Background: an optimization exercise with open tools, aiming at small area. Do not read the settings as production practice.
No run shown here included a check of the RTL's function; only the layout flow was run.

==> flow/standard.sh <==
#!/bin/bash
# synth_recipe.tcl (not shown) runs the flow's synth.tcl, then flattens the netlist and writes it again
# the make line also repeats each setting of config.mk as NAME=value (left out here)
make -C /OpenROAD-flow-scripts/flow DESIGN_CONFIG=/design/flow/config.mk WORK_HOME=/design/flow/orfs CLKGATE_MAP_FILE= SYNTH_SCRIPT=/design/flow/synth_recipe.tcl "${@:-finish}"
==> flow/config.mk <==
export PLATFORM = sky130hd
export DESIGN_NAME = FIR_low_pass_filter
export DESIGN_NICKNAME = FIR_low_pass_filter
export VERILOG_FILES = /design/flow/design.v
export SDC_FILE = /design/flow/constraint.sdc
export NUM_CORES = 4
export LEC_CHECK = 0
export CAP_MARGIN = 20
export CORE_MARGIN = 2
export CORE_UTILIZATION = 40
export CTS_BUF_LIST = sky130_fd_sc_hd__clkbuf_8
export SLEW_MARGIN = 20
export SYNTH_HIERARCHICAL = 1
export SYNTH_MINIMUM_KEEP_SIZE = 0
==> flow/constraint.sdc <==
create_clock -name core_clock -period 7.0 [get_ports {clk}]
set_input_delay 1.4000 -clock core_clock [delete_from_list [all_inputs] [get_ports {clk}]]
set_output_delay 1.4000 -clock core_clock [all_outputs]
set_load 0.01 [all_outputs]
==> flow/flow/run.sh <==
#!/bin/bash
# Own layout flow: the standard flow (standard.sh) with synthesis unchanged and
# two layout settings changed: the ports are buffered with sky130_fd_sc_hd__buf_1
# instead of the default buffer, and CTS inserts no dummy loads (clock buffers
# clkbuf_8 as in config.mk). Each step's full output goes to its own log file here.
set -euo pipefail
bash standard.sh synth > synth.log 2>&1
bash standard.sh \
  BUFFER_PORTS_ARGS="-buffer_cell sky130_fd_sc_hd__buf_1" \
  CTS_ARGS="-sink_clustering_enable -repair_clock_nets -dont_use_dummy_load -buf_list sky130_fd_sc_hd__clkbuf_8" \
  finish > layout.log 2>&1
==> flow/design.v <==
module FIR_low_pass_filter(
	input clk,
	input rst,
	input [7:0]FIR_IN,
	output reg [16:0]FIR_OUT
);
reg [7:0] d0;
reg [7:0] d1;
reg [7:0] d2;
reg [7:0] d3;
reg [7:0] d4;
reg [7:0] d5;
reg [7:0] d6;
reg [7:0] d7;
reg [7:0] d8;
reg [8:0] r;
wire [8:0] r_next;
always @(posedge clk or negedge rst)
	if (!rst) begin
		d0 <= 8'b0;
		d1 <= 8'b0;
		d2 <= 8'b0;
		d3 <= 8'b0;
		d4 <= 8'b0;
		d5 <= 8'b0;
		d6 <= 8'b0;
		d7 <= 8'b0;
		d8 <= 8'b0;
		r <= 9'b0;
	end else begin
		d0 <= FIR_IN;
		d1 <= d0;
		d2 <= d1;
		d3 <= d2;
		d4 <= d3;
		d5 <= d4;
		d6 <= d5;
		d7 <= d6;
		d8 <= d7;
		r <= r_next;
	end
wire w1;
wire w2;
wire w4;
wire w5;
wire w7;
wire w8;
wire w10;
wire w11;
wire w13;
wire w14;
wire w16;
wire w17;
wire w19;
wire w20;
wire w22;
wire w23;
wire w25;
wire w26;
wire w28;
wire w29;
wire w31;
wire w32;
wire w34;
wire w35;
wire w37;
wire w38;
wire w40;
wire w41;
wire w43;
wire w45;
wire w47;
wire w49;
wire w51;
wire w53;
wire w55;
wire w56;
wire w58;
wire w60;
wire w62;
wire w64;
wire w65;
wire w67;
wire w68;
wire w70;
wire w71;
wire w73;
wire w74;
wire w76;
wire w77;
wire w79;
wire w81;
wire w83;
wire w85;
wire w87;
wire w89;
wire w91;
wire w92;
wire w94;
wire w96;
wire w98;
wire w100;
wire w102;
wire w104;
wire w106;
wire w107;
wire w109;
wire w110;
wire w112;
wire w113;
wire w115;
wire w117;
wire w119;
wire w121;
wire w123;
wire w125;
wire w127;
wire w128;
wire w130;
wire w132;
wire w134;
wire w136;
wire w138;
wire w140;
wire w142;
wire w143;
wire w145;
wire w147;
wire w149;
wire w151;
wire w153;
wire w155;
wire w157;
wire w158;
wire w160;
wire w161;
wire w163;
wire w164;
wire w166;
wire w168;
wire w170;
wire w172;
wire w174;
wire w176;
wire w178;
wire w179;
wire w181;
wire w183;
wire w185;
wire w187;
wire w189;
wire w191;
wire w193;
wire w194;
wire w196;
wire w198;
wire w200;
wire w202;
wire w204;
wire w206;
wire w208;
wire w209;
wire w211;
wire w213;
wire w215;
wire w217;
wire w218;
wire w220;
wire w221;
wire w223;
wire w224;
wire w226;
wire w227;
wire w229;
wire w230;
wire w232;
wire w234;
wire w236;
wire w238;
wire w240;
wire w242;
wire w244;
wire w245;
wire w247;
wire w249;
wire w251;
wire w253;
wire w255;
wire w257;
wire w259;
wire w261;
wire w263;
wire w265;
wire w266;
wire w268;
wire w269;
wire w271;
wire w272;
wire w274;
wire w275;
wire w277;
wire w279;
wire w281;
wire w283;
wire w285;
wire w287;
wire w289;
wire w290;
wire w292;
wire w294;
wire w296;
wire w298;
wire w300;
wire w302;
wire w304;
wire w305;
wire w307;
wire w309;
wire w311;
wire w313;
wire w315;
wire w317;
wire w319;
wire w321;
wire w323;
wire w325;
wire w326;
wire w328;
wire w329;
wire w331;
wire w332;
wire w334;
wire w335;
wire w337;
wire w339;
wire w341;
wire w343;
wire w345;
wire w347;
wire w349;
wire w350;
wire w352;
wire w354;
wire w356;
wire w358;
wire w360;
wire w362;
wire w364;
wire w365;
wire w367;
wire w369;
wire w371;
wire w373;
wire w375;
wire w377;
wire w379;
wire w381;
wire w383;
wire w385;
wire w386;
wire w388;
wire w389;
wire w391;
wire w392;
wire w394;
wire w395;
wire w397;
wire w398;
wire w400;
wire w401;
wire w403;
wire w404;
wire w406;
wire w407;
wire w409;
wire w410;
wire w412;
wire w413;
wire w415;
wire w416;
wire w418;
wire w419;
wire w421;
wire w422;
wire w424;
wire w425;
wire w427;
wire w428;
wire w430;
wire w431;
wire w433;
wire w434;
wire w436;
wire w437;
wire w439;
wire w440;
wire w442;
wire w443;
wire w445;
wire w446;
wire w448;
wire w449;
wire w451;
wire w452;
wire w454;
wire w455;
wire w457;
wire w458;
wire w460;
wire w461;
wire w463;
wire w464;
wire w466;
wire w467;
wire w469;
wire w470;
wire w472;
wire w473;
wire w475;
wire w476;
wire w478;
wire w479;
wire w481;
wire w482;
wire w484;
wire w485;
wire w487;
wire w488;
wire w490;
wire w491;
wire w493;
wire w494;
wire w496;
wire w497;
wire w499;
wire w500;
wire w502;
wire w503;
wire w505;
wire w506;
wire w508;
wire w509;
wire w511;
wire w512;
wire w514;
wire w515;
wire w517;
wire w518;
wire w520;
wire w521;
wire w523;
wire w524;
wire w526;
wire w527;
wire w529;
wire w530;
wire w532;
wire w533;
wire w535;
wire w536;
wire w538;
wire w539;
wire w541;
wire w543;
wire w545;
wire w547;
wire w549;
wire w551;
wire w553;
wire w555;
wire w557;
wire w559;
wire w561;
wire w563;
wire w565;
wire w566;
wire w568;
wire w570;
wire w572;
wire w574;
wire w576;
wire w578;
wire w580;
wire w581;
wire w583;
wire w585;
wire w587;
wire w589;
wire w591;
wire w593;
wire w595;
wire w597;
wire w599;
wire w601;
wire w603;
wire w605;
wire w607;
fir_ha u3 (.a(d0[0]), .b(d8[0]), .y(w1), .z(w2));
fir_fa u6 (.a(d0[1]), .b(d8[1]), .c(w2), .y(w4), .z(w5));
fir_fa u9 (.a(d0[2]), .b(d8[2]), .c(w5), .y(w7), .z(w8));
fir_fa u12 (.a(d0[3]), .b(d8[3]), .c(w8), .y(w10), .z(w11));
fir_fa u15 (.a(d0[4]), .b(d8[4]), .c(w11), .y(w13), .z(w14));
fir_fa u18 (.a(d0[5]), .b(d8[5]), .c(w14), .y(w16), .z(w17));
fir_fa u21 (.a(d0[6]), .b(d8[6]), .c(w17), .y(w19), .z(w20));
fir_fa u24 (.a(d0[7]), .b(d8[7]), .c(w20), .y(w22), .z(w23));
fir_ha u27 (.a(d2[0]), .b(d8[0]), .y(w25), .z(w26));
fir_fa u30 (.a(d2[1]), .b(d8[1]), .c(w26), .y(w28), .z(w29));
fir_fa u33 (.a(d2[2]), .b(d8[2]), .c(w29), .y(w31), .z(w32));
fir_fa u36 (.a(d2[3]), .b(d8[3]), .c(w32), .y(w34), .z(w35));
fir_fa u39 (.a(d2[4]), .b(d8[4]), .c(w35), .y(w37), .z(w38));
fir_ha u42 (.a(d2[5]), .b(d8[5]), .y(w40), .z(w41));
fir_xr u44 (.a(w40), .b(w38), .y(w43));
fir_aoi u46 (.a(w40), .b(w38), .c(w41), .y(w45));
fir_xn u48 (.a(d2[6]), .b(d8[6]), .y(w47));
fir_xr u50 (.a(w47), .b(w45), .y(w49));
fir_nd u52 (.a(d2[6]), .b(d8[6]), .y(w51));
fir_oai u54 (.a(w47), .b(w45), .c(w51), .y(w53));
fir_ha u57 (.a(d2[7]), .b(d8[7]), .y(w55), .z(w56));
fir_xr u59 (.a(w55), .b(w53), .y(w58));
fir_aoi u61 (.a(w55), .b(w53), .c(w56), .y(w60));
fir_iv u63 (.a(w60), .y(w62));
fir_ha u66 (.a(d3[0]), .b(d7[0]), .y(w64), .z(w65));
fir_fa u69 (.a(d3[1]), .b(d7[1]), .c(w65), .y(w67), .z(w68));
fir_fa u72 (.a(d3[2]), .b(d7[2]), .c(w68), .y(w70), .z(w71));
fir_fa u75 (.a(d3[3]), .b(d7[3]), .c(w71), .y(w73), .z(w74));
fir_ha u78 (.a(d3[4]), .b(d7[4]), .y(w76), .z(w77));
fir_xr u80 (.a(w76), .b(w74), .y(w79));
fir_aoi u82 (.a(w76), .b(w74), .c(w77), .y(w81));
fir_xn u84 (.a(d3[5]), .b(d7[5]), .y(w83));
fir_xr u86 (.a(w83), .b(w81), .y(w85));
fir_nd u88 (.a(d3[5]), .b(d7[5]), .y(w87));
fir_oai u90 (.a(w83), .b(w81), .c(w87), .y(w89));
fir_ha u93 (.a(d3[6]), .b(d7[6]), .y(w91), .z(w92));
fir_xr u95 (.a(w91), .b(w89), .y(w94));
fir_aoi u97 (.a(w91), .b(w89), .c(w92), .y(w96));
fir_xn u99 (.a(d3[7]), .b(d7[7]), .y(w98));
fir_xr u101 (.a(w98), .b(w96), .y(w100));
fir_nd u103 (.a(d3[7]), .b(d7[7]), .y(w102));
fir_oai u105 (.a(w98), .b(w96), .c(w102), .y(w104));
fir_ha u108 (.a(d4[0]), .b(d6[0]), .y(w106), .z(w107));
fir_fa u111 (.a(d4[1]), .b(d6[1]), .c(w107), .y(w109), .z(w110));
fir_ha u114 (.a(d4[2]), .b(d6[2]), .y(w112), .z(w113));
fir_xr u116 (.a(w112), .b(w110), .y(w115));
fir_aoi u118 (.a(w112), .b(w110), .c(w113), .y(w117));
fir_xn u120 (.a(d4[3]), .b(d6[3]), .y(w119));
fir_xr u122 (.a(w119), .b(w117), .y(w121));
fir_nd u124 (.a(d4[3]), .b(d6[3]), .y(w123));
fir_oai u126 (.a(w119), .b(w117), .c(w123), .y(w125));
fir_ha u129 (.a(d4[4]), .b(d6[4]), .y(w127), .z(w128));
fir_xr u131 (.a(w127), .b(w125), .y(w130));
fir_aoi u133 (.a(w127), .b(w125), .c(w128), .y(w132));
fir_xn u135 (.a(d4[5]), .b(d6[5]), .y(w134));
fir_xr u137 (.a(w134), .b(w132), .y(w136));
fir_nd u139 (.a(d4[5]), .b(d6[5]), .y(w138));
fir_oai u141 (.a(w134), .b(w132), .c(w138), .y(w140));
fir_ha u144 (.a(d4[6]), .b(d6[6]), .y(w142), .z(w143));
fir_xr u146 (.a(w142), .b(w140), .y(w145));
fir_aoi u148 (.a(w142), .b(w140), .c(w143), .y(w147));
fir_xn u150 (.a(d4[7]), .b(d6[7]), .y(w149));
fir_xr u152 (.a(w149), .b(w147), .y(w151));
fir_nd u154 (.a(d4[7]), .b(d6[7]), .y(w153));
fir_oai u156 (.a(w149), .b(w147), .c(w153), .y(w155));
fir_ha u159 (.a(r[0]), .b(w106), .y(w157), .z(w158));
fir_fa u162 (.a(r[1]), .b(w158), .c(w109), .y(w160), .z(w161));
fir_ha u165 (.a(r[2]), .b(w115), .y(w163), .z(w164));
fir_xr u167 (.a(w163), .b(w161), .y(w166));
fir_aoi u169 (.a(w163), .b(w161), .c(w164), .y(w168));
fir_xn u171 (.a(r[3]), .b(w121), .y(w170));
fir_xr u173 (.a(w170), .b(w168), .y(w172));
fir_nd u175 (.a(r[3]), .b(w121), .y(w174));
fir_oai u177 (.a(w170), .b(w168), .c(w174), .y(w176));
fir_ha u180 (.a(r[4]), .b(w130), .y(w178), .z(w179));
fir_xr u182 (.a(w178), .b(w176), .y(w181));
fir_aoi u184 (.a(w178), .b(w176), .c(w179), .y(w183));
fir_xn u186 (.a(r[5]), .b(w136), .y(w185));
fir_xr u188 (.a(w185), .b(w183), .y(w187));
fir_nd u190 (.a(r[5]), .b(w136), .y(w189));
fir_oai u192 (.a(w185), .b(w183), .c(w189), .y(w191));
fir_ha u195 (.a(r[6]), .b(w145), .y(w193), .z(w194));
fir_xr u197 (.a(w193), .b(w191), .y(w196));
fir_aoi u199 (.a(w193), .b(w191), .c(w194), .y(w198));
fir_xn u201 (.a(r[7]), .b(w151), .y(w200));
fir_xr u203 (.a(w200), .b(w198), .y(w202));
fir_nd u205 (.a(r[7]), .b(w151), .y(w204));
fir_oai u207 (.a(w200), .b(w198), .c(w204), .y(w206));
fir_ha u210 (.a(r[8]), .b(w155), .y(w208), .z(w209));
fir_xr u212 (.a(w208), .b(w206), .y(w211));
fir_aoi u214 (.a(w208), .b(w206), .c(w209), .y(w213));
fir_iv u216 (.a(w213), .y(w215));
fir_ha u219 (.a(d5[0]), .b(w64), .y(w217), .z(w218));
fir_fa u222 (.a(d5[1]), .b(w218), .c(w67), .y(w220), .z(w221));
fir_fa u225 (.a(d5[2]), .b(w70), .c(w221), .y(w223), .z(w224));
fir_fa u228 (.a(d5[3]), .b(w73), .c(w224), .y(w226), .z(w227));
fir_ha u231 (.a(d5[4]), .b(w79), .y(w229), .z(w230));
fir_xr u233 (.a(w229), .b(w227), .y(w232));
fir_aoi u235 (.a(w229), .b(w227), .c(w230), .y(w234));
fir_xn u237 (.a(w85), .b(d5[5]), .y(w236));
fir_xr u239 (.a(w236), .b(w234), .y(w238));
fir_nd u241 (.a(w85), .b(d5[5]), .y(w240));
fir_oai u243 (.a(w236), .b(w234), .c(w240), .y(w242));
fir_ha u246 (.a(d5[6]), .b(w94), .y(w244), .z(w245));
fir_xr u248 (.a(w244), .b(w242), .y(w247));
fir_aoi u250 (.a(w244), .b(w242), .c(w245), .y(w249));
fir_xn u252 (.a(w100), .b(d5[7]), .y(w251));
fir_xr u254 (.a(w251), .b(w249), .y(w253));
fir_nd u256 (.a(w100), .b(d5[7]), .y(w255));
fir_oai u258 (.a(w251), .b(w249), .c(w255), .y(w257));
fir_xr u260 (.a(w104), .b(w257), .y(w259));
fir_nd u262 (.a(w104), .b(w257), .y(w261));
fir_iv u264 (.a(w261), .y(w263));
fir_ha u267 (.a(w25), .b(w157), .y(w265), .z(w266));
fir_fa u270 (.a(w28), .b(w266), .c(w160), .y(w268), .z(w269));
fir_fa u273 (.a(w31), .b(w166), .c(w269), .y(w271), .z(w272));
fir_ha u276 (.a(w34), .b(w172), .y(w274), .z(w275));
fir_xr u278 (.a(w274), .b(w272), .y(w277));
fir_aoi u280 (.a(w274), .b(w272), .c(w275), .y(w279));
fir_xn u282 (.a(w181), .b(w37), .y(w281));
fir_xr u284 (.a(w281), .b(w279), .y(w283));
fir_nd u286 (.a(w181), .b(w37), .y(w285));
fir_oai u288 (.a(w281), .b(w279), .c(w285), .y(w287));
fir_ha u291 (.a(w187), .b(w43), .y(w289), .z(w290));
fir_xr u293 (.a(w289), .b(w287), .y(w292));
fir_aoi u295 (.a(w289), .b(w287), .c(w290), .y(w294));
fir_xn u297 (.a(w196), .b(w49), .y(w296));
fir_xr u299 (.a(w296), .b(w294), .y(w298));
fir_nd u301 (.a(w196), .b(w49), .y(w300));
fir_oai u303 (.a(w296), .b(w294), .c(w300), .y(w302));
fir_ha u306 (.a(w202), .b(w58), .y(w304), .z(w305));
fir_xr u308 (.a(w304), .b(w302), .y(w307));
fir_aoi u310 (.a(w304), .b(w302), .c(w305), .y(w309));
fir_xn u312 (.a(w211), .b(w62), .y(w311));
fir_xr u314 (.a(w311), .b(w309), .y(w313));
fir_nd u316 (.a(w211), .b(w62), .y(w315));
fir_oai u318 (.a(w311), .b(w309), .c(w315), .y(w317));
fir_xr u320 (.a(w215), .b(w317), .y(w319));
fir_nd u322 (.a(w215), .b(w317), .y(w321));
fir_iv u324 (.a(w321), .y(w323));
fir_ha u327 (.a(w217), .b(w220), .y(w325), .z(w326));
fir_fa u330 (.a(w220), .b(w326), .c(w223), .y(w328), .z(w329));
fir_fa u333 (.a(w223), .b(w226), .c(w329), .y(w331), .z(w332));
fir_ha u336 (.a(w226), .b(w232), .y(w334), .z(w335));
fir_xr u338 (.a(w334), .b(w332), .y(w337));
fir_aoi u340 (.a(w334), .b(w332), .c(w335), .y(w339));
fir_xn u342 (.a(w238), .b(w232), .y(w341));
fir_xr u344 (.a(w341), .b(w339), .y(w343));
fir_nd u346 (.a(w238), .b(w232), .y(w345));
fir_oai u348 (.a(w341), .b(w339), .c(w345), .y(w347));
fir_ha u351 (.a(w238), .b(w247), .y(w349), .z(w350));
fir_xr u353 (.a(w349), .b(w347), .y(w352));
fir_aoi u355 (.a(w349), .b(w347), .c(w350), .y(w354));
fir_xn u357 (.a(w253), .b(w247), .y(w356));
fir_xr u359 (.a(w356), .b(w354), .y(w358));
fir_nd u361 (.a(w253), .b(w247), .y(w360));
fir_oai u363 (.a(w356), .b(w354), .c(w360), .y(w362));
fir_ha u366 (.a(w253), .b(w259), .y(w364), .z(w365));
fir_xr u368 (.a(w364), .b(w362), .y(w367));
fir_aoi u370 (.a(w364), .b(w362), .c(w365), .y(w369));
fir_xn u372 (.a(w263), .b(w259), .y(w371));
fir_xr u374 (.a(w371), .b(w369), .y(w373));
fir_nd u376 (.a(w263), .b(w259), .y(w375));
fir_oai u378 (.a(w371), .b(w369), .c(w375), .y(w377));
fir_xr u380 (.a(w263), .b(w377), .y(w379));
fir_nd u382 (.a(w263), .b(w377), .y(w381));
fir_iv u384 (.a(w381), .y(w383));
fir_ha u387 (.a(w217), .b(w265), .y(w385), .z(w386));
fir_fa u390 (.a(w157), .b(w386), .c(w325), .y(w388), .z(w389));
fir_ha u393 (.a(w268), .b(w388), .y(w391), .z(w392));
fir_fa u396 (.a(w265), .b(w160), .c(w389), .y(w394), .z(w395));
fir_fa u399 (.a(w271), .b(w328), .c(w392), .y(w397), .z(w398));
fir_ha u402 (.a(w394), .b(w397), .y(w400), .z(w401));
fir_fa u405 (.a(w166), .b(w268), .c(w277), .y(w403), .z(w404));
fir_fa u408 (.a(w395), .b(w331), .c(w398), .y(w406), .z(w407));
fir_fa u411 (.a(w403), .b(w401), .c(w406), .y(w409), .z(w410));
fir_fa u414 (.a(w217), .b(w172), .c(w271), .y(w412), .z(w413));
fir_fa u417 (.a(w283), .b(w412), .c(w404), .y(w415), .z(w416));
fir_fa u420 (.a(w337), .b(w407), .c(w415), .y(w418), .z(w419));
fir_ha u423 (.a(w410), .b(w418), .y(w421), .z(w422));
fir_fa u426 (.a(w325), .b(w181), .c(w277), .y(w424), .z(w425));
fir_fa u429 (.a(w413), .b(w292), .c(w424), .y(w427), .z(w428));
fir_fa u432 (.a(w343), .b(w416), .c(w427), .y(w430), .z(w431));
fir_fa u435 (.a(w419), .b(w430), .c(w422), .y(w433), .z(w434));
fir_fa u438 (.a(w328), .b(w187), .c(w283), .y(w436), .z(w437));
fir_fa u441 (.a(w425), .b(w298), .c(w436), .y(w439), .z(w440));
fir_fa u444 (.a(w428), .b(w352), .c(w439), .y(w442), .z(w443));
fir_fa u447 (.a(d5[0]), .b(w106), .c(w196), .y(w445), .z(w446));
fir_fa u450 (.a(w331), .b(w292), .c(w445), .y(w448), .z(w449));
fir_fa u453 (.a(w437), .b(w307), .c(w448), .y(w451), .z(w452));
fir_fa u456 (.a(w440), .b(w358), .c(w451), .y(w454), .z(w455));
fir_fa u459 (.a(d5[1]), .b(w109), .c(w202), .y(w457), .z(w458));
fir_fa u462 (.a(w446), .b(w337), .c(w298), .y(w460), .z(w461));
fir_fa u465 (.a(w457), .b(w449), .c(w313), .y(w463), .z(w464));
fir_fa u468 (.a(w460), .b(w452), .c(w367), .y(w466), .z(w467));
fir_fa u471 (.a(w463), .b(w455), .c(w466), .y(w469), .z(w470));
fir_fa u474 (.a(d5[2]), .b(w115), .c(w211), .y(w472), .z(w473));
fir_fa u477 (.a(w458), .b(w343), .c(w307), .y(w475), .z(w476));
fir_fa u480 (.a(w472), .b(w461), .c(w319), .y(w478), .z(w479));
fir_fa u483 (.a(w475), .b(w464), .c(w373), .y(w481), .z(w482));
fir_fa u486 (.a(w478), .b(w467), .c(w481), .y(w484), .z(w485));
fir_fa u489 (.a(d5[3]), .b(w121), .c(w215), .y(w487), .z(w488));
fir_fa u492 (.a(w473), .b(w352), .c(w487), .y(w490), .z(w491));
fir_fa u495 (.a(w313), .b(w323), .c(w476), .y(w493), .z(w494));
fir_fa u498 (.a(w490), .b(w479), .c(w493), .y(w496), .z(w497));
fir_fa u501 (.a(w379), .b(w482), .c(w496), .y(w499), .z(w500));
fir_fa u504 (.a(d5[4]), .b(w130), .c(w488), .y(w502), .z(w503));
fir_fa u507 (.a(w358), .b(w319), .c(w491), .y(w505), .z(w506));
fir_fa u510 (.a(w502), .b(w494), .c(w383), .y(w508), .z(w509));
fir_fa u513 (.a(w505), .b(w497), .c(w508), .y(w511), .z(w512));
fir_fa u516 (.a(d5[5]), .b(w136), .c(w323), .y(w514), .z(w515));
fir_fa u519 (.a(w503), .b(w367), .c(w514), .y(w517), .z(w518));
fir_fa u522 (.a(w506), .b(w517), .c(w509), .y(w520), .z(w521));
fir_fa u525 (.a(d5[6]), .b(w145), .c(w373), .y(w523), .z(w524));
fir_fa u528 (.a(w515), .b(w523), .c(w518), .y(w526), .z(w527));
fir_fa u531 (.a(d5[7]), .b(w151), .c(w379), .y(w529), .z(w530));
fir_fa u534 (.a(w524), .b(w529), .c(w527), .y(w532), .z(w533));
fir_fa u537 (.a(w155), .b(w383), .c(w530), .y(w535), .z(w536));
fir_ha u540 (.a(w431), .b(w442), .y(w538), .z(w539));
fir_xr u542 (.a(w538), .b(w434), .y(w541));
fir_aoi u544 (.a(w538), .b(w434), .c(w539), .y(w543));
fir_xn u546 (.a(w443), .b(w454), .y(w545));
fir_xr u548 (.a(w545), .b(w543), .y(w547));
fir_nd u550 (.a(w443), .b(w454), .y(w549));
fir_oai u552 (.a(w545), .b(w543), .c(w549), .y(w551));
fir_xr u554 (.a(w469), .b(w551), .y(w553));
fir_nd u556 (.a(w469), .b(w551), .y(w555));
fir_xn u558 (.a(w470), .b(w484), .y(w557));
fir_xr u560 (.a(w557), .b(w555), .y(w559));
fir_nd u562 (.a(w470), .b(w484), .y(w561));
fir_oai u564 (.a(w557), .b(w555), .c(w561), .y(w563));
fir_ha u567 (.a(w485), .b(w499), .y(w565), .z(w566));
fir_xr u569 (.a(w565), .b(w563), .y(w568));
fir_aoi u571 (.a(w565), .b(w563), .c(w566), .y(w570));
fir_xn u573 (.a(w500), .b(w511), .y(w572));
fir_xr u575 (.a(w572), .b(w570), .y(w574));
fir_nd u577 (.a(w500), .b(w511), .y(w576));
fir_oai u579 (.a(w572), .b(w570), .c(w576), .y(w578));
fir_ha u582 (.a(w512), .b(w520), .y(w580), .z(w581));
fir_xr u584 (.a(w580), .b(w578), .y(w583));
fir_aoi u586 (.a(w580), .b(w578), .c(w581), .y(w585));
fir_xn u588 (.a(w521), .b(w526), .y(w587));
fir_xr u590 (.a(w587), .b(w585), .y(w589));
fir_nd u592 (.a(w521), .b(w526), .y(w591));
fir_oai u594 (.a(w587), .b(w585), .c(w591), .y(w593));
fir_xr u596 (.a(w532), .b(w593), .y(w595));
fir_nd u598 (.a(w532), .b(w593), .y(w597));
fir_xn u600 (.a(w533), .b(w535), .y(w599));
fir_xr u602 (.a(w599), .b(w597), .y(w601));
fir_nd u604 (.a(w533), .b(w535), .y(w603));
fir_oai u606 (.a(w599), .b(w597), .c(w603), .y(w605));
fir_xr u608 (.a(w536), .b(w605), .y(w607));
assign r_next = {w23, w22, w19, w16, w13, w10, w7, w4, w1};
wire [16:0] y = {w607, w601, w595, w589, w583, w574, w568, w559, w553, w547, w541, w433, w421, w409, w400, w391, w385};
always @(posedge clk or negedge rst)
	if (!rst)
		FIR_OUT <= 17'b0;
	else
		FIR_OUT <= y;
endmodule
module fir_aoi(input a, input b, input c, output y);
	assign y = ~((a & b) | c);
endmodule
module fir_fa(input a, input b, input c, output y, output z);
	assign y = a ^ b ^ c;
	assign z = (a & b) | (a & c) | (b & c);
endmodule
module fir_ha(input a, input b, output y, output z);
	assign y = a ^ b;
	assign z = a & b;
endmodule
module fir_iv(input a, output y);
	assign y = ~a;
endmodule
module fir_nd(input a, input b, output y);
	assign y = ~(a & b);
endmodule
module fir_oai(input a, input b, input c, output y);
	assign y = ~((a | b) & c);
endmodule
module fir_xn(input a, input b, output y);
	assign y = ~(a ^ b);
endmodule
module fir_xr(input a, input b, output y);
	assign y = a ^ b;
endmodule
==> flow_metrics.py, run 1 <==
metrics = {
    "worst_setup_path": {
        "cp-start-kind": "flop",
        "crit_start": "d4[0]",
        "worstPathMaxFanout": 2,
        "cp_data_required_time_ps": 7280,
        "worstReg2RegStart": "d4[0]",
        "worstPathArrival_ps": 6900,
        "crit_type": "flop to flop",
        "worst_setup_path_end_kind": "flop",
    },
    "global_route": {
        "grt_pass1_vias": 3020,
        "antenna_found_initial": 0,
        "grt_pass1_wl_mm": 15.1,
        "grt_overflow_total": 0,
        "grtUsageTotal_pct": 14.2,
        "grt_max_degree": 57,
    },
    "clock_network": {
        "clock_sinks": 98,
        "clock_latency_ps": 360,
        "cts_buffer_depth": 2,
        "hold_buffers": 0,
        "cts_root_buf": "clkbuf_8",
        "numCtsBuffers": 9,
        "htreeDepth": 3,
        "clkSlewWorstSetupHoldPaths_ps": 90,
        "cts_tree": "done",
    },
    "detailed_routing": {
        "viasPerCell": 4.57,
        "drt_iter0_drc": 112,
        "ant_nets": 0,
        "drt_wl_total_mm": 8.76,
        "wl_per_cell_um": 15.5,
        "drcViolationCount": 0,
        "first_pass_iters": 4,
        "vias": 2584,
    },
    "finish": {
        "nFillCells": 1216,
        "drive_gt1_share_pct": 15.1,
        "fin_nets": 506,
        "syn2layout_area_growth_pct": 12.0,
        "n_antenna_cell": 0,
    },
    "timing": {
        "fmax_mhz": 151,
        "post-route-period-util_pct": 94.6,
        "setup_tns_ps": 0,
        "slew_headroom_pct": 55.2,
        "drv_slew": 0,
        "fin_crit_ps": 6620,
        "setup_viol": 0,
        "tightestPinTransition_ps": 672,
        "setup_ws_ps": 376,
        "skew_ps": 22.7,
        "hold_violations": 0,
    },
    "status": {
        "status": "finished clean",
    },
    "synth": {
        "ys_types": 9,
        "synth_top_area_cell": "dfrtp_1",
        "synth_top_area_share_pct": 46.0,
        "synthesis.area_um2": 5330,
        "synth.yosys.seq_area_share_pct": 46.0,
        "async_flop_share_pct": 100,
        "synth_most_common_cell": "dfrtp_1",
        "syn_area_per_cell_um2": 15.2,
        "synth_area_leaders": "dfrtp_1 46%, fa_1 26%, xor2_1 8.2%",
        "synth_common_cells": "98 x dfrtp_1, 70 x fa_1, 50 x xor2_1",
        "synth-edff-count": 0,
        "synth_nets": 464,
        "synth_warnings": 7,
        "synthCells": 350,
        "ys_seq_elements": 98,
        "synth_ff_type": "dfrtp_1",
    },
    "placement": {
        "dp_hpwl_mm": 7.11,
        "port_buffers": 26,
        "place_worst_setup_slack_ps": 232,
        "place.gp.congestion": 0.798,
    },
    "flow_run": {
        "drv_cap": 0,
    },
    "floorplanning": {
        "die-area_um2": 14300,
        "io_pins": 27,
        "fp.coreArea_um2": 13100,
        "start_util_pct": 40.6,
        "die_h_um": 119,
        "rows": 42,
        "die_x_um": 119,
    },
    "worst_hold_path": {
        "worstHoldPathType": "flop to flop",
        "hold_path_startpoint": "d1[2]",
    },
}
-- per-module statistics from Yosys, one instance, submodules excluded, a selection --
module               copies in the design  flip-flops and latches  cell area [µm²]
FIR_low_pass_filter                     1                      98             2450
fir_fa                                 70                       0             20.0
fir_xr                                 50                       0             8.76
fir_xn                                 22                       0             8.76
fir_oai                                22                       0             5.00
fir_nd                                 27                       0             3.75
fir_iv                                  5                       0             3.75
-- critical path, stage by stage (launching register included) --
cell and delay, ps:
dfrtp_1 400, ha_1 210, fa_1 590, fa_1 490, fa_1 400, fa_1 420, a21oi_2 180, o21ai_1 160
a21oi_2 190, o21ai_1 130, xor2_1 210, fa_1 400, fa_1 450, fa_1 510, fa_1 430, ha_1 340
a21oi_2 90, o21ai_2 200, a21oi_2 90, o21ai_1 200, nand2_1 110, o21ai_1 170, xor2_1 170
-- flip-flops by register name, summed over array words and instances (netlist names) --
| name | count |
|---|---|
| FIR_OUT | 17 |
| r | 9 |
| d0 | 8 |
| d1 | 8 |
| d2 | 8 |
| d3 | 8 |
| d4 | 8 |
| d5 | 8 |
| d6 | 8 |
| d7 | 8 |
| d8 | 8 |
-- through the flow --
| stage | cells | util (%) | instance area, µm² | hold slack [ps] |
|---|---|---|---|---|
| 2_1_floorplan | 350 | - | 5330 | 331 |
| 3_3_place_gp | 555 | 43.2 | 5680 | 334 |
| 3_5_place_dp | 555 | 43.2 | 5680 | 336 |
| 4_1_cts | 564 | 44.2 | 5800 | 353 |
| 5_1_grt | 566 | 45.5 | 5970 | 362 |
| 6_report | 566 | 45.5 | 5970 | 349 |
-- timing repair --
action | 4_1_cts | 5_1_grt
setup buffers | 0 | 2
endpoints found under the setup margin | 0 | 2
gates resized for setup | 0 | 24
-- cells by family after synthesis --
family	synth area share, %
buffers and inverters	0.352
AOI/OAI and AO/OA	5.68
adders and majority gates	34.3
xor gates and xnor gates	11.8
DFF	46.0
and+or+nand+nor	1.90
-- placed cells by master (no fill, tap or decap), types with 2 or more instances in the layout --
cell type / n
a21oi_4: 2
clkbuf_8: 9
o21ai_2: 5
dfrtp_1: 98
nand2_1: 27
fa_1: 69
buf_1: 25
xor2_1: 34
buf_4: 5
o21ai_1: 17
xor2_2: 16
a21oi_2: 20
ha_1: 34
inv_1: 5
xnor2_1: 22
-- layer usage --
layer  GRT usage (%)  vias to the layer above  part of all wire, %
met4            5.22                        0                  1.6
met3            3.69                       11                  2.8
met2            22.1                       35                   48
li1                -                     1203                    -
met1            19.4                     1335                   48
met5               0                        -                    0
-- area by class of cell --
type                            instances  area (µm²)  area share (%)
Multi-Input combinational cell        247        3020            50.5
Sequential cell                        98        2450            41.1
Tap cell                              176         220            3.69
Timing Repair Buffer                   31         139            2.33
Clock buffer                            9         124            2.07
Inverter                                5        18.8           0.314
-- final timing paths --
check	to	slack, ps	cells past startpoint
max in group asynchronous	r[3]	4830	2
min reg2reg	d2[2]	350	0
min in group asynchronous	d7[1]	1070	1
max reg2reg	FIR_OUT[16]	380	22
min	d2[2]	350	0
max	FIR_OUT[16]	380	22
==> run 2: changes to the inputs <==
--- a/flow/config.mk
+++ b/flow/config.mk
@@ -9,6 +9,7 @@
 export CORE_MARGIN = 2
 export CORE_UTILIZATION = 40
 export CTS_BUF_LIST = sky130_fd_sc_hd__clkbuf_8
+export SETUP_SLACK_MARGIN = -0.25
 export SLEW_MARGIN = 20
 export SYNTH_HIERARCHICAL = 1
 export SYNTH_MINIMUM_KEEP_SIZE = 0
==> run 2 against run 1 <==
Compared with the run above:
- die area is the same
- non-clock buffer count down 2
- global-route usage unchanged
- synthesized cell count unchanged
- clock skew is essentially flat
- wire length down 0.23%
- still clean on timing, DRC and antenna
- register-to-register slack got worse by 150 ps
- synthesized area unchanged
==> flow_metrics.py, run 2 <==
metrics = {
    "clock_network": {
        "cts_root_buf": "clkbuf_8",
        "clock_sinks": 98,
        "clock_latency_ps": 360,
        "cts_resized": 0,
        "clkSlewWorstSetupHoldPaths_ps": 90,
        "postCtsSetupBuffers": 0,
        "htreeDepth": 3,
        "numCtsBuffers": 9,
        "cts_buffer_depth": 2,
        "hold_buffers": 0,
        "cts_tree": "done",
    },
    "placement": {
        "placed_cell_area_um2": 5680,
        "port_buffers": 26,
        "place.gp.congestion": 0.798,
        "dp_hpwl_mm": 7.11,
    },
    "timing": {
        "hold_violations": 0,
        "slew_headroom_pct": 54.9,
        "skew_ps": 22.4,
        "setup_tns_ps": 0,
        "fin_crit_ps": 6770,
        "post-route-period-util_pct": 96.8,
        "drv_slew": 0,
        "setup_viol": 0,
        "fmax_mhz": 148,
        "tightestPinTransition_ps": 676,
    },
    "global_route": {
        "grt_pass1_wl_mm": 15.1,
        "antenna_found_initial": 0,
        "grt_overflow_total": 0,
        "grt_pass1_vias": 3020,
        "grtUsageTotal_pct": 14.2,
        "grt_max_degree": 57,
    },
    "synth": {
        "synth-xor-area-share_pct": 11.8,
        "ys_seq_elements": 98,
        "synthCells": 350,
        "synth_area_leaders": "dfrtp_1 46%, fa_1 26%, xor2_1 8.2%",
        "synth_most_common_cell": "dfrtp_1",
        "synth-simple-area-share_pct": 1.90,
        "synth_ff_type": "dfrtp_1",
        "muxShareOfSynthArea_pct": 0,
        "synth_top_area_cell": "dfrtp_1",
        "syn_area_per_cell_um2": 15.2,
        "synth_top_family_by_area": "adder cells",
        "synth-compound-area-share_pct": 5.68,
        "synth_warnings": 7,
        "async_flop_share_pct": 100,
        "ys_types": 9,
        "synth.yosys.seq_area_share_pct": 46.0,
        "synth_common_cells": "98 x dfrtp_1, 70 x fa_1, 50 x xor2_1",
        "synth_nets": 464,
        "synth_top_area_share_pct": 46.0,
        "synth-edff-count": 0,
        "synthAdderAreaFrac_pct": 34.3,
        "synthesis.area_um2": 5330,
    },
    "finish": {
        "multi_input_area_um2": 2860,
        "regMostFlops": "FIR_OUT",
        "area.sequential_um2": 2450,
        "fin_nets": 504,
        "final_core_util_pct": 44.2,
        "layout_commonest_cell": "dfrtp_1",
        "reg_top3": "FIR_OUT: 17 flops, r: 9 flops",
        "largest_reg_flops": 17,
        "n_antenna_cell": 0,
        "nFillCells": 1223,
        "mostFrequentLayoutCells": "98 x dfrtp_1, 70 x fa_1, 50 x xor2_1",
        "fin_area_um2": 5800,
        "drive_gt1_share_pct": 9.02,
        "syn2layout_area_growth_pct": 8.78,
    },
    "worst_setup_path": {
        "crit_type": "flop to flop",
        "crit_family": "adder cells",
        "cp_num_buf_inv": 0,
        "worstPathArrival_ps": 7050,
        "cp_data_required_time_ps": 7280,
        "path_common_cell": "fa_1",
        "cp-start-kind": "flop",
        "worst_setup_path_end_kind": "flop",
        "worstPathMaxFanout": 3,
        "cpMaxStageDelayCell": "fa_1",
        "cp_cell_sequence": "ha_1, fa_1, fa_1, fa_1, fa_1, xor2_1, ha_1, a21oi_2, o21ai_1, xor2_1, fa_1, fa_1, fa_1, ha_1, a21oi_2, o21ai_1, a21oi_2, o21ai_1, nand2_1, o21ai_1, xor2_1",
        "crit_path_max_incr_delay_ps": 570,
    },
    "detailed_routing": {
        "vias": 2589,
        "drt_iter0_drc": 136,
        "viasPerCell": 4.59,
        "wl_per_cell_um": 15.5,
        "first_pass_iters": 4,
        "drt_wl_total_mm": 8.74,
        "drcViolationCount": 0,
        "ant_nets": 0,
    },
    "worst_hold_path": {
        "worstHoldPathType": "flop to flop",
    },
    "floorplanning": {
        "fp.coreArea_um2": 13100,
        "start_util_pct": 40.6,
        "die-area_um2": 14300,
        "io_pins": 27,
        "die_x_um": 119,
        "die_h_um": 119,
        "rows": 42,
    },
    "status": {
        "status": "finished clean",
    },
    "flow_run": {
        "drv_cap": 0,
    },
}
==> run 2: cell families (layout without fill, tap and decap cells) <==
logic type	count (synthesis)	count (layout)
adder cells (fa/ha/maj)	104	104
flip-flops	98	98
XOR/XNOR	72	72
AO/OA/AOI/OAI	44	44
AND/OR/NAND/NOR	27	27
buffers and inverters	5	43
==> run 2: worst reg2reg max path, delay by kind of cell (launching register included) <==
| family | cells | cell delay, ps |
|---|---|---|
| adders and majority gates | 10 | 4150 |
| AOI/OAI and AO/OA | 7 | 1140 |
| xor gates and xnor gates | 3 | 880 |
| DFF | 1 | 400 |
| and+or+nand+nor | 1 | 110 |
==> run 2: layout make-up <==
type / instances / share of cell area (%)
Multi-Input combinational cell: 247 / 49.3
Sequential cell: 98 / 42.3
Tap cell: 176 / 3.80
Clock buffer: 9 / 2.14
Timing Repair Buffer: 29 / 2.14
Inverter: 5 / 0.324
==> run 2: metal layers <==
layer  GRT usage (%)  wire [µm]  up-vias
met3            3.69        262       11
met2            22.1       4150       30
met5               0          0        -
met1            19.4       4190     1334
li1                -          -     1214
met4            5.22        137        0
==> run 2: modules after synthesis (local to each module, per instance) <==
module	area, µm²	copies in the design
FIR_low_pass_filter	2450	1
fir_ha	12.5	34
fir_xr	8.76	50
fir_iv	3.75	5
fir_nd	3.75	27
fir_xn	8.76	22
fir_oai	5.00	22
fir_aoi	8.76	22
fir_fa	20.0	70
==> run 2: stage by stage <==
stage                     setup WS, ps  cells  hold slack, ps
after CTS                          186    564             353
after global routing              -231    564             362
after detailed placement           232    555             336
after global placement             244    555             334
after floorplan                    774    350             331
final                              225    564             350
==> run 2: worst paths after layout <==
kind,start,end,slack (ps),cells after the start
hold reg to reg,d1[2],d2[2],350,0
hold / removal,d1[2],d2[2],350,0
min in group asynchronous,rst,d7[1],1070,1
max in group asynchronous,rst,d0[4],4830,2
setup / recovery,d3[0],FIR_OUT[16],230,21
setup reg to reg,d3[0],FIR_OUT[16],230,21

[separate check: timing with driven ports]
The flow's constraints put no driver on any port. The routed layouts listed below were extracted and timed again, unchanged, in two steps. Step 1, drivers: a clkbuf_16 drives clk and a buf_2 each remaining input, both assumed. Step 2 times the ports against the registers' clock, not the clock port: input delays grow and output delays shrink by t, the midpoint of the rising clock arrivals with the driver on. Three values: ideal, step 1, step 2; two values: the first two.
| run | t (ns) | setup WS [ns] | hold WS [ns] | clock arrival spread, ns |
|---|---|---|---|---|
| run 1 | 0.388 | 0.376 / 0.376 / 0.376 | 0.349 / 0.349 / 0.349 | 0.024 / 0.024 |
| run 2 | 0.388 | 0.225 / 0.225 / 0.225 | 0.350 / 0.350 / 0.350 | 0.024 / 0.023 |
After both steps every run listed still meets setup and hold.
